Background: an optimization exercise with open tools, aiming at small area. Do not read the settings as production practice. Function was checked by simulation only, so behaviour that the tests miss may differ from the original. Power figures rest on the tool's default switching activity, not on a simulated workload.

Design Matrix_Multiplication, start of the top module:
module Matrix_Multiplication (
  input clk, reset,
  input [7:0] a1, a2, a3, a4, b1, b2, b3, b4,
  output [16:0] c1, c2, c3, c4, c5, c6, c7, c8, c9, c10, c11, c12, c13, c14, c15, c16
);
For scale: roughly 3000 cells after synthesis, roughly 340 I/O pins, roughly 0.040 mm^2 of cells after synthesis.
clock: 8.0 ns
lec_check: 0
cap_margin: 20
core_margin: 2
core_utilization: 65
gpl_timing_driven: 0
slew_margin: 20
standard.sh (not shown) runs the stock make flow with config.mk's settings and CLKGATE_MAP_FILE= SYNTH_SCRIPT=/design/flow/synth_recipe.tcl, a recipe that flattens the netlist after the stock synthesis.
==> flow/flow/run.sh <==
#!/bin/bash
# Own flow: the standard layout, with the PE's leaf modules mapped one-to-one
# onto standard cells before synthesis (flow/map.py), buf_1 port buffers,
# synthesis buffers removed at floorplan, and the extra ORFS settings listed
# one per line in flow/make_args.  Each tool's output goes to a log here.
set -euo pipefail
python3 flow/map.py design.v > design_mapped.v 2> map.log
EXTRA=()
if [[ -f flow/make_args ]]; then
  while IFS= read -r line; do
    [[ -n "$line" && "$line" != \#* ]] && EXTRA+=("$line")
  done < flow/make_args
fi
bash standard.sh VERILOG_FILES=$PWD/design_mapped.v \
  "BUFFER_PORTS_ARGS=-buffer_cell sky130_fd_sc_hd__buf_1" \
  REMOVE_ABC_BUFFERS=1 "${EXTRA[@]}" \
  finish > standard.log 2>&1
==> flow/flow/make_args <==
CTS_ARGS=-sink_clustering_enable -repair_clock_nets -dont_use_dummy_load -buf_list sky130_fd_sc_hd__clkbuf_8 -sink_clustering_size 15 -sink_clustering_max_diameter 120
Other scripts of this flow, unchanged in this note and not shown: flow/flow/map.py
The starting point finished with timing, DRC and antenna clean.
Next try:
==> flow/flow/make_args (replaced) <==
CTS_ARGS=-sink_clustering_enable -repair_clock_nets -dont_use_dummy_load -buf_list sky130_fd_sc_hd__clkbuf_8 -sink_clustering_size 15 -sink_clustering_max_diameter 80
CORE_UTILIZATION = 80   (was 65)
Effect: Sequential power barely changes; die area came out lower by 18%; register-to-register slack gains 0.02 ns; final area barely changes; critical path depth is unchanged; total power came out higher by 1.0%; sequential share of layout area barely changes; utilization came out higher by 15 points; maximum frequency is about the same; sequential cell count is unchanged.
Next try:
==> flow/flow/make_args (replaced) <==
CTS_ARGS=-sink_clustering_enable -repair_clock_nets -dont_use_dummy_load -buf_list sky130_fd_sc_hd__clkbuf_8 -sink_clustering_size 15 -sink_clustering_max_diameter 120
CORE_UTILIZATION = 55   (was 80)
GPL_ROUTABILITY_DRIVEN = 0   (was unset)
PLACE_DENSITY = 0.75   (was unset)
Effect: Via count fell by about 1.6%; worst setup slack gets better by 0.030 ns; routed wire length rose by about 3%; count of clock-buffer cells in the layout fell by 2; total power hardly moves; register-to-register slack hardly moves; maximum frequency rose by 0.40%.
Next try:
CORE_UTILIZATION = 65   (was 55)
GPL_ROUTABILITY_DRIVEN = unset   (was 0)
PLACE_DENSITY = 0.85   (was 0.75)
After rerunning: Design area decreases by 0.49%. Synthesized cell count is unchanged. Total power stays flat. Sequential power stays flat.
Next try:
==> flow/flow/make_args (replaced) <==
CTS_ARGS=-sink_clustering_enable -dont_use_dummy_load -buf_list sky130_fd_sc_hd__clkbuf_8 -sink_clustering_size 16 -sink_clustering_max_diameter 90
PLACE_DENSITY = unset   (was 0.85)
Effect: Flip-flop and latch count stays the same; global-route usage goes down by 0.69 points; via count goes down by about 3.2%; critical path depth stays the same; cell area hardly moves; worst hold slack gets worse by 0.012 ns; combinational power is about the same; die area stays the same; sequential power goes down by about 1%; maximum frequency goes down by 1.1%; total power goes down by about 0.7%.
Next try:
==> flow/flow/make_args (replaced) <==
CTS_ARGS=-sink_clustering_enable -repair_clock_nets -dont_use_dummy_load -buf_list sky130_fd_sc_hd__clkbuf_16 -sink_clustering_size 24 -sink_clustering_max_diameter 100
Effect: Total power went up by 1.8%. Utilization went up by 0.41 points. Clock power went up by 22%.

what the ideal ports hide:
How much do the figures lean on ideal ports? The routed layouts below were timed once more, with nothing changed but the port constraints. Step 1 sets driving cells, clkbuf_16 on the clock port and buf_2 on the other inputs (assumed; they add their load-dependent delay and slew). Step 2 also shifts input and output timing later by t, the mid clock arrival at the registers, as if the neighbouring blocks saw the same clock. Three values: ideal ports, drivers, drivers and shift; two values: the first two.
| run | t, ns | setup slack, ns | clock arrival spread, ns |
|---|---|---|---|
| the first run | 0.677 | 0.533 / 0.569 / -0.108 | 0.054 / 0.054 |
| the second run | 0.686 | 0.552 / 0.585 / -0.101 | 0.072 / 0.072 |
| the third run | 0.676 | 0.582 / 0.623 / -0.054 | 0.056 / 0.055 |
| the fourth run | 0.686 | 0.582 / 0.598 / -0.088 | 0.064 / 0.064 |
| the fifth run | 0.676 | 0.500 / 0.536 / -0.140 | 0.043 / 0.044 |
| the sixth run | 0.659 | 0.508 / 0.549 / -0.110 | 0.060 / 0.060 |
Met with ideal ports but missed after step 2: setup timing in every run listed. For the fourth run, which loses most, drivers alone change the setup slack by +0.016 ns; drivers and shift together by -0.670 ns.
